This design comes from an exercise in tuning for small area and a short achievable clock period on the open sky130 flow, not from production work.
Function was checked by simulation only, so behaviour that the tests miss may differ from the original.
No driver is modelled on the clock port, so clocking that relies on it looks cheaper here than on a real chip.
Power figures rest on the tool's default switching activity, not on a simulated workload.

==> flow/design.v <==
module axi_stream_insert_header #(
    parameter DATA_WD = 128,
    parameter DATA_BYTE_WD = DATA_WD / 8
) (
    input clk,
    input rst_n,
    input valid_in,
    input [DATA_WD-1 : 0] data_in,
    input [DATA_BYTE_WD-1 : 0] keep_in,
    input last_in,
    output reg ready_in,
    output reg valid_out,
    output reg [DATA_WD-1 : 0] data_out,
    output reg [DATA_BYTE_WD-1 : 0] keep_out,
    output reg last_out,
    input ready_out,
    input valid_insert,
    input [DATA_WD-1 : 0] header_insert,
    input [DATA_BYTE_WD-1 : 0] keep_insert,
    output reg ready_insert
);
function integer clog2;
input integer n;
begin
    for (clog2 = 0; n > 0; clog2 = clog2 + 1)
        n = n >> 1;
end
endfunction
localparam BW = DATA_BYTE_WD;
localparam ZW = clog2(BW - 1);
function hz_ge;
    input [BW-1:0] keep;
    input integer k;
begin
    if (k <= 0)
        hz_ge = 1'b1;
    else if (k >= BW)
        hz_ge = 1'b0;
    else
        hz_ge = ~keep[BW-k];
end
endfunction
function [ZW-1:0] therm_zeros;
    input [BW-1:0] keep;
    integer i, m;
    reg acc;
begin
    for (i = 0; i < ZW; i = i + 1) begin
        acc = 1'b0;
        for (m = (1 << i); m < BW; m = m + (2 << i))
            acc = acc | (hz_ge(keep, m) & ~hz_ge(keep, m + (1 << i)));
        therm_zeros[i] = acc;
    end
end
endfunction
reg [DATA_WD-1:0] prev;         
reg [ZW-1:0] hz;                
reg pend;                       
reg rin;                        
wire start = ~rin & ~valid_out & ready_out & valid_insert & valid_in;
wire [2*DATA_WD-1:0] win0 = {prev, data_in};
wire [2*DATA_WD-1:0] win1 = hz[3] ? {win0[2*DATA_WD-1-64:0], 64'b0} : win0;
wire [2*DATA_WD-1:0] win2 = hz[2] ? {win1[2*DATA_WD-1-32:0], 32'b0} : win1;
wire [2*DATA_WD-1:0] win3 = hz[1] ? {win2[2*DATA_WD-1-16:0], 16'b0} : win2;
wire [2*DATA_WD-1:0] win4 = hz[0] ? {win3[2*DATA_WD-1-8:0], 8'b0} : win3;
wire [BW-1:0] kin = {1'b1, keep_in[BW-2:0]};
wire [BW:0] hz_at;
genvar g;
generate
    for (g = 0; g <= BW; g = g + 1) begin : g_hz_at
        assign hz_at[g] = (hz >= g);
    end
endgenerate
function fz_ge;
    input [BW-1:0] keep;
    input integer m;
begin
    if (m <= 0)
        fz_ge = 1'b1;
    else if (m >= BW)
        fz_ge = 1'b0;
    else
        fz_ge = ~keep[m-1];
end
endfunction
function [ZW-1:0] fz_of;
    input [BW-1:0] keep;
    integer i, m;
    reg acc;
begin
    for (i = 0; i < ZW; i = i + 1) begin
        acc = 1'b0;
        for (m = (1 << i); m < BW; m = m + (2 << i))
            acc = acc | (fz_ge(keep, m) & ~fz_ge(keep, m + (1 << i)));
        fz_of[i] = acc;
    end
end
endfunction
reg [ZW-1:0] fzd;               
wire [ZW-1:0] tz = hz + fzd;    
reg [BW-1:0] keep_cur;
reg spill;
integer b, k;
always @(*) begin
    for (b = 0; b < BW; b = b + 1) begin
        keep_cur[b] = 1'b1;
        for (k = b + 1; k < BW; k = k + 1)
            keep_cur[b] = keep_cur[b] & (~hz_at[k] | kin[b+BW-k]);
    end
    spill = 1'b1;
    for (k = 1; k < BW; k = k + 1)
        spill = spill & (~hz_at[k] | kin[BW-1-k]);
end
always @(posedge clk or negedge rst_n) begin
    if (~rst_n) begin
        ready_in <= 1'b0;
        rin <= 1'b0;
        ready_insert <= 1'b0;
        valid_out <= 1'b0;
        pend <= 1'b0;
    end
    else begin
        ready_in <= start | (ready_in & ~last_in);
        rin <= start | (rin & ~last_in);
        ready_insert <= start;
        valid_out <= rin | pend;
        pend <= rin & last_in & spill;
    end
end
always @(posedge clk) begin
    if (~rin & ~valid_out)
        hz <= therm_zeros(keep_insert);
    prev <= rin ? data_in : header_insert;
    data_out <= win4[2*DATA_WD-1:DATA_WD];
    fzd <= fz_of(keep_in);
    keep_out <= pend ? ({BW{1'b1}} << tz) : keep_cur;
    last_out <= pend | (rin & last_in & ~spill);
end
endmodule
Settings: LEC_CHECK=0, CAP_MARGIN=20, CORE_MARGIN=2, CORE_UTILIZATION=50, SETUP_SLACK_MARGIN=1.0, SLEW_MARGIN=20; clock period 14.0 ns.
standard.sh (not shown) runs the stock make flow with config.mk's settings and CLKGATE_MAP_FILE= SYNTH_SCRIPT=/design/flow/synth_recipe.tcl, a recipe that flattens the netlist after the stock synthesis.
==> flow/flow/run.sh <==
#!/bin/bash
# The standard ORFS layout (the standard.sh), with these changes made through
# ORFS's own hooks and variables:
#  - the port buffers are buf_1 cells; the output ones become buf_2 after global
#    placement (post_gp.tcl)
#  - clock tree synthesis without dummy loads, from clkbuf_8 cells in larger clusters
#  - repair_timing after CTS and after global routing aims at a setup slack of
#    FLOW_FLOW_MARGIN ns (margin.tcl)
set -euo pipefail
here=$(pwd)
export FLOW_FLOW_MARGIN=10.1
export BUFFER_PORTS_ARGS="-buffer_cell sky130_fd_sc_hd__buf_1"
export POST_GLOBAL_PLACE_TCL="$here/flow/post_gp.tcl"
export CTS_ARGS="-sink_clustering_enable -repair_clock_nets -dont_use_dummy_load -buf_list sky130_fd_sc_hd__clkbuf_8 -sink_clustering_size 16 -sink_clustering_max_diameter 60"
export PRE_CTS_TCL="$here/flow/margin.tcl"
export PRE_GLOBAL_ROUTE_TCL="$here/flow/margin.tcl"
bash standard.sh > standard_flow.log 2>&1
==> flow/flow/margin.tcl <==
# Have this step's repair_timing aim at a setup slack of FLOW_FLOW_MARGIN ns
# instead of the configured margin, so that the paths that set the achieved
# period get sized and buffered as critical paths.
set ::env(SETUP_SLACK_MARGIN) $::env(FLOW_FLOW_MARGIN)
==> flow/flow/post_gp.tcl <==
# Give the output ports a stronger buffer than the buf_1 that buffer_ports inserted.
set out_buf sky130_fd_sc_hd__buf_2
set n 0
foreach bterm [[ord::get_db_block] getBTerms] {
  if {[$bterm getIoType] != "OUTPUT"} { continue }
  set net [$bterm getNet]
  if {$net == "NULL"} { continue }
  foreach iterm [$net getITerms] {
    if {![$iterm isOutputSignal]} { continue }
    set inst [$iterm getInst]
    if {[[$inst getMaster] getName] == "sky130_fd_sc_hd__buf_1"} {
      replace_cell [get_cells [$inst getName]] [get_lib_cells $out_buf]
      incr n
    }
  }
}
puts "post_gp.tcl: $n output buffers now $out_buf"
Change:
--- a/flow/design.v
+++ b/flow/design.v
@@ -96,19 +96,19 @@
     end
 end
 endfunction
 reg [ZW-1:0] fzd;               
 wire [ZW-1:0] tz = hz + fzd;    
-reg [BW-1:0] keep_cur;
+wire [2*BW-1:0] kw0 = {{BW{1'b1}}, kin};
+wire [2*BW-1:0] kw1 = hz[3] ? {kw0[2*BW-1-8:0], 8'b0} : kw0;
+wire [2*BW-1:0] kw2 = hz[2] ? {kw1[2*BW-1-4:0], 4'b0} : kw1;
+wire [2*BW-1:0] kw3 = hz[1] ? {kw2[2*BW-1-2:0], 2'b0} : kw2;
+wire [2*BW-1:0] kw4 = hz[0] ? {kw3[2*BW-1-1:0], 1'b0} : kw3;
+wire [BW-1:0] keep_cur = kw4[2*BW-1:BW];
 reg spill;
-integer b, k;
+integer k;
 always @(*) begin
-    for (b = 0; b < BW; b = b + 1) begin
-        keep_cur[b] = 1'b1;
-        for (k = b + 1; k < BW; k = k + 1)
-            keep_cur[b] = keep_cur[b] & (~hz_at[k] | kin[b+BW-k]);
-    end
     spill = 1'b1;
     for (k = 1; k < BW; k = k + 1)
         spill = spill & (~hz_at[k] | kin[BW-1-k]);
 end
 always @(posedge clk or negedge rst_n) begin
Effect: Die area is lower by 1.1%. Critical path depth is unchanged. Non-clock buffer count is higher by 1. Core utilization is higher by 0.30 points. Maximum frequency barely changes. Clock skew is higher by 18 ps. Wire length is lower by about 4.3%. Clock-buffer cell count is unchanged. Total power is lower by about 0.44%. Design area is lower by about 1.6%. Area after synthesis is lower by about 1.1%. Register-to-register slack improved by 360 ps. First-iteration DRC count is lower by 9.8%. Clock power is about the same.

axi_stream_insert_header with an RTL version that a note above also has.
Size in the first run: roughly 1700 cells after synthesis, roughly 290 flip-flops, roughly 440 I/O pins, ~14000 um^2 of cells after synthesis.
==> module axi_stream_insert_header, before the edit <==
module axi_stream_insert_header #(
    parameter DATA_WD = 128,
    parameter DATA_BYTE_WD = DATA_WD / 8
) (
    input clk,
    input rst_n,
    input valid_in,
    input [DATA_WD-1 : 0] data_in,
    input [DATA_BYTE_WD-1 : 0] keep_in,
    input last_in,
    output reg ready_in,
    output reg valid_out,
    output reg [DATA_WD-1 : 0] data_out,
    output reg [DATA_BYTE_WD-1 : 0] keep_out,
    output reg last_out,
    input ready_out,
    input valid_insert,
    input [DATA_WD-1 : 0] header_insert,
    input [DATA_BYTE_WD-1 : 0] keep_insert,
    output reg ready_insert
);
function integer clog2;
input integer n;
begin
    for (clog2 = 0; n > 0; clog2 = clog2 + 1)
        n = n >> 1;
end
endfunction
localparam BW = DATA_BYTE_WD;
localparam ZW = clog2(BW - 1);
function hz_ge;
    input [BW-1:0] keep;
    input integer k;
begin
    if (k <= 0)
        hz_ge = 1'b1;
    else if (k >= BW)
        hz_ge = 1'b0;
    else
        hz_ge = ~keep[BW-k];
end
endfunction
function [ZW-1:0] therm_zeros;
    input [BW-1:0] keep;
    integer i, m;
    reg acc;
begin
    for (i = 0; i < ZW; i = i + 1) begin
        acc = 1'b0;
        for (m = (1 << i); m < BW; m = m + (2 << i))
            acc = acc | (hz_ge(keep, m) & ~hz_ge(keep, m + (1 << i)));
        therm_zeros[i] = acc;
    end
end
endfunction
reg [DATA_WD-1:0] prev;         
reg [ZW-1:0] hz;                
reg pend;                       
reg rin;                        
wire start = ~rin & ~valid_out & ready_out & valid_insert & valid_in;
wire [2*DATA_WD-1:0] win0 = {prev, data_in};
wire [2*DATA_WD-1:0] win1 = hz[3] ? {win0[2*DATA_WD-1-64:0], 64'b0} : win0;
wire [2*DATA_WD-1:0] win2 = hz[2] ? {win1[2*DATA_WD-1-32:0], 32'b0} : win1;
wire [2*DATA_WD-1:0] win3 = hz[1] ? {win2[2*DATA_WD-1-16:0], 16'b0} : win2;
wire [2*DATA_WD-1:0] win4 = hz[0] ? {win3[2*DATA_WD-1-8:0], 8'b0} : win3;
wire [BW-1:0] kin = {1'b1, keep_in[BW-2:0]};
wire [BW:0] hz_at;
genvar g;
generate
    for (g = 0; g <= BW; g = g + 1) begin : g_hz_at
        assign hz_at[g] = (hz >= g);
    end
endgenerate
function fz_ge;
    input [BW-1:0] keep;
    input integer m;
begin
    if (m <= 0)
        fz_ge = 1'b1;
    else if (m >= BW)
        fz_ge = 1'b0;
    else
        fz_ge = ~keep[m-1];
end
endfunction
function [ZW-1:0] fz_of;
    input [BW-1:0] keep;
    integer i, m;
    reg acc;
begin
    for (i = 0; i < ZW; i = i + 1) begin
        acc = 1'b0;
        for (m = (1 << i); m < BW; m = m + (2 << i))
            acc = acc | (fz_ge(keep, m) & ~fz_ge(keep, m + (1 << i)));
        fz_of[i] = acc;
    end
end
endfunction
reg [ZW-1:0] fzd;               
wire [ZW-1:0] tz = hz + fzd;    
wire [2*BW-1:0] kw0 = {{BW{1'b1}}, kin};
wire [2*BW-1:0] kw1 = hz[3] ? {kw0[2*BW-1-8:0], 8'b0} : kw0;
wire [2*BW-1:0] kw2 = hz[2] ? {kw1[2*BW-1-4:0], 4'b0} : kw1;
wire [2*BW-1:0] kw3 = hz[1] ? {kw2[2*BW-1-2:0], 2'b0} : kw2;
wire [2*BW-1:0] kw4 = hz[0] ? {kw3[2*BW-1-1:0], 1'b0} : kw3;
wire [BW-1:0] keep_cur = kw4[2*BW-1:BW];
reg spill;
integer k;
always @(*) begin
    spill = 1'b1;
    for (k = 1; k < BW; k = k + 1)
        spill = spill & (~hz_at[k] | kin[BW-1-k]);
end
always @(posedge clk or negedge rst_n) begin
    if (~rst_n) begin
        ready_in <= 1'b0;
        rin <= 1'b0;
        ready_insert <= 1'b0;
        valid_out <= 1'b0;
        pend <= 1'b0;
    end
    else begin
        ready_in <= start | (ready_in & ~last_in);
        rin <= start | (rin & ~last_in);
        ready_insert <= start;
        valid_out <= rin | pend;
        pend <= rin & last_in & spill;
    end
end
always @(posedge clk) begin
    if (~rin & ~valid_out)
        hz <= therm_zeros(keep_insert);
    prev <= rin ? data_in : header_insert;
    data_out <= win4[2*DATA_WD-1:DATA_WD];
    fzd <= fz_of(keep_in);
    keep_out <= pend ? ({BW{1'b1}} << tz) : keep_cur;
    last_out <= pend | (rin & last_in & ~spill);
end
endmodule
Settings: LEC_CHECK=0, CAP_MARGIN=20, CORE_MARGIN=2, CORE_UTILIZATION=50, SETUP_SLACK_MARGIN=1.0, SLEW_MARGIN=20; clock period 14.0 ns.
==> flow/flow/run.sh <==
#!/bin/bash
# The standard ORFS layout (the standard.sh), with these changes made through
# ORFS's own hooks and variables:
#  - synthesis is the standard synthesis with an area-oriented ABC mapping
#    script (synth_abc.tcl, abc_map.script)
#  - the port buffers are buf_1 cells; the output ones become buf_2 after global
#    placement (post_gp.tcl)
#  - clock tree synthesis without dummy loads, from clkbuf_8 cells in larger clusters
#  - repair_timing after CTS and after global routing aims at a setup slack of
#    FLOW_FLOW_MARGIN ns (margin.tcl)
set -euo pipefail
here=$(pwd)
export FLOW_STD_SYNTH="$here/synth_recipe.tcl"
export FLOW_ABC_SCRIPT="$here/flow/abc_map.script"
export FLOW_FLOW_MARGIN=10.1
export BUFFER_PORTS_ARGS="-buffer_cell sky130_fd_sc_hd__buf_1"
export POST_GLOBAL_PLACE_TCL="$here/flow/post_gp.tcl"
export CTS_ARGS="-sink_clustering_enable -repair_clock_nets -dont_use_dummy_load -buf_list sky130_fd_sc_hd__clkbuf_8 -root_buf sky130_fd_sc_hd__clkbuf_16 -sink_clustering_size 16 -sink_clustering_max_diameter 60"
export PRE_CTS_TCL="$here/flow/margin.tcl"
export PRE_GLOBAL_ROUTE_TCL="$here/flow/margin.tcl"
bash standard.sh SYNTH_SCRIPT="$here/flow/synth_abc.tcl" finish > standard_flow.log 2>&1
==> flow/flow/abc_map.script <==
strash
dch
map -a
topo
==> flow/flow/synth_abc.tcl <==
# The standard synthesis (synth_recipe.tcl, sourced below), with one change:
# ABC maps the logic with flow/abc_map.script (an area-oriented mapping: strash; dch; map -a)
# instead of ORFS's abc_speed.script. Flip-flops are mapped before ABC runs, so
# the registers, their names and cell types are those of the standard synthesis.
proc abc {args} {
  set i [lsearch -exact $args -script]
  if {$i >= 0} {
    lset args [expr {$i + 1}] $::env(FLOW_ABC_SCRIPT)
  }
  yosys abc {*}$args
}
source $::env(FLOW_STD_SYNTH)
Scripts as last shown in full above: flow/flow/margin.tcl, flow/flow/post_gp.tcl
The baseline completed with no timing, DRC or antenna violations.
==> next run, changes <==
--- a/flow/design.v
+++ b/flow/design.v
@@ -64,13 +64,6 @@
 wire [2*DATA_WD-1:0] win3 = hz[1] ? {win2[2*DATA_WD-1-16:0], 16'b0} : win2;
 wire [2*DATA_WD-1:0] win4 = hz[0] ? {win3[2*DATA_WD-1-8:0], 8'b0} : win3;
 wire [BW-1:0] kin = {1'b1, keep_in[BW-2:0]};
-wire [BW:0] hz_at;
-genvar g;
-generate
-    for (g = 0; g <= BW; g = g + 1) begin : g_hz_at
-        assign hz_at[g] = (hz >= g);
-    end
-endgenerate
 function fz_ge;
     input [BW-1:0] keep;
     input integer m;
@@ -104,13 +97,7 @@
 wire [2*BW-1:0] kw3 = hz[1] ? {kw2[2*BW-1-2:0], 2'b0} : kw2;
 wire [2*BW-1:0] kw4 = hz[0] ? {kw3[2*BW-1-1:0], 1'b0} : kw3;
 wire [BW-1:0] keep_cur = kw4[2*BW-1:BW];
-reg spill;
-integer k;
-always @(*) begin
-    spill = 1'b1;
-    for (k = 1; k < BW; k = k + 1)
-        spill = spill & (~hz_at[k] | kin[BW-1-k]);
-end
+wire spill = kw4[BW-1];
 always @(posedge clk or negedge rst_n) begin
     if (~rst_n) begin
         ready_in <= 1'b0;
Outcome:
- final cell count is lower by 1.2%
- final area is higher by 0.71%
- non-clock buffer count is lower by 4
- core utilization barely changes
- die area is higher by 1.5%
- wire length is lower by 8.9%
- fmax is higher by 0.61%
- synthesized cell count is lower by 1.4%
- setup slack improves by 24 ps
- total power is higher by 3.4%
- hold slack degrades by 29 ps
- clock-buffer cell count is lower by 2
- register-to-register slack degrades by 140 ps

## what the ideal ports hide
No port has a modelled driver above. Below, the same layouts with a new extraction and two added sets of constraints.
Step 1 (the two cells are an assumption about what drives the block):
set clk [get_ports {clk}]
set_driving_cell -lib_cell sky130_fd_sc_hd__clkbuf_16 $clk
set_driving_cell -lib_cell sky130_fd_sc_hd__buf_2 [delete_from_list [all_inputs] $clk]
Step 2 adds t to the input delays and takes it off the output delays; t is the mean of the earliest and latest rising clock arrival at the registers after step 1. Input paths then give back, and output paths get back, about the clock's delay inside the block.
Slacks: ideal / step 1 / step 2; pairs: ideal / step 1.
run | t (ns) | slack for setup (ns) | worst hold slack (ns) | latest minus earliest clock arrival (ns) | worst register clock-pin slew, ns
the first run of note 1 | 0.627 | 10.062 / 10.015 / 9.542 | 0.525 / 0.525 / 0.525 | 0.046 / 0.045 | 0.10 / 0.10
the second run of note 1 | 0.614 | 10.069 / 10.021 / 9.720 | 0.568 / 0.568 / 0.568 | 0.064 / 0.064 | 0.10 / 0.10
the first run of note 2 | 0.560 | 10.132 / 10.079 / 9.711 | 0.529 / 0.529 / 0.529 | 0.053 / 0.052 | 0.10 / 0.10
the second run of note 2 | 0.547 | 10.155 / 10.106 / 9.710 | 0.499 / 0.499 / 0.499 | 0.062 / 0.063 | 0.11 / 0.11
After both steps every run listed still meets setup and hold. For the first run of note 1, which loses most, drivers alone change the setup slack by -0.047 ns; drivers and shift together by -0.520 ns.
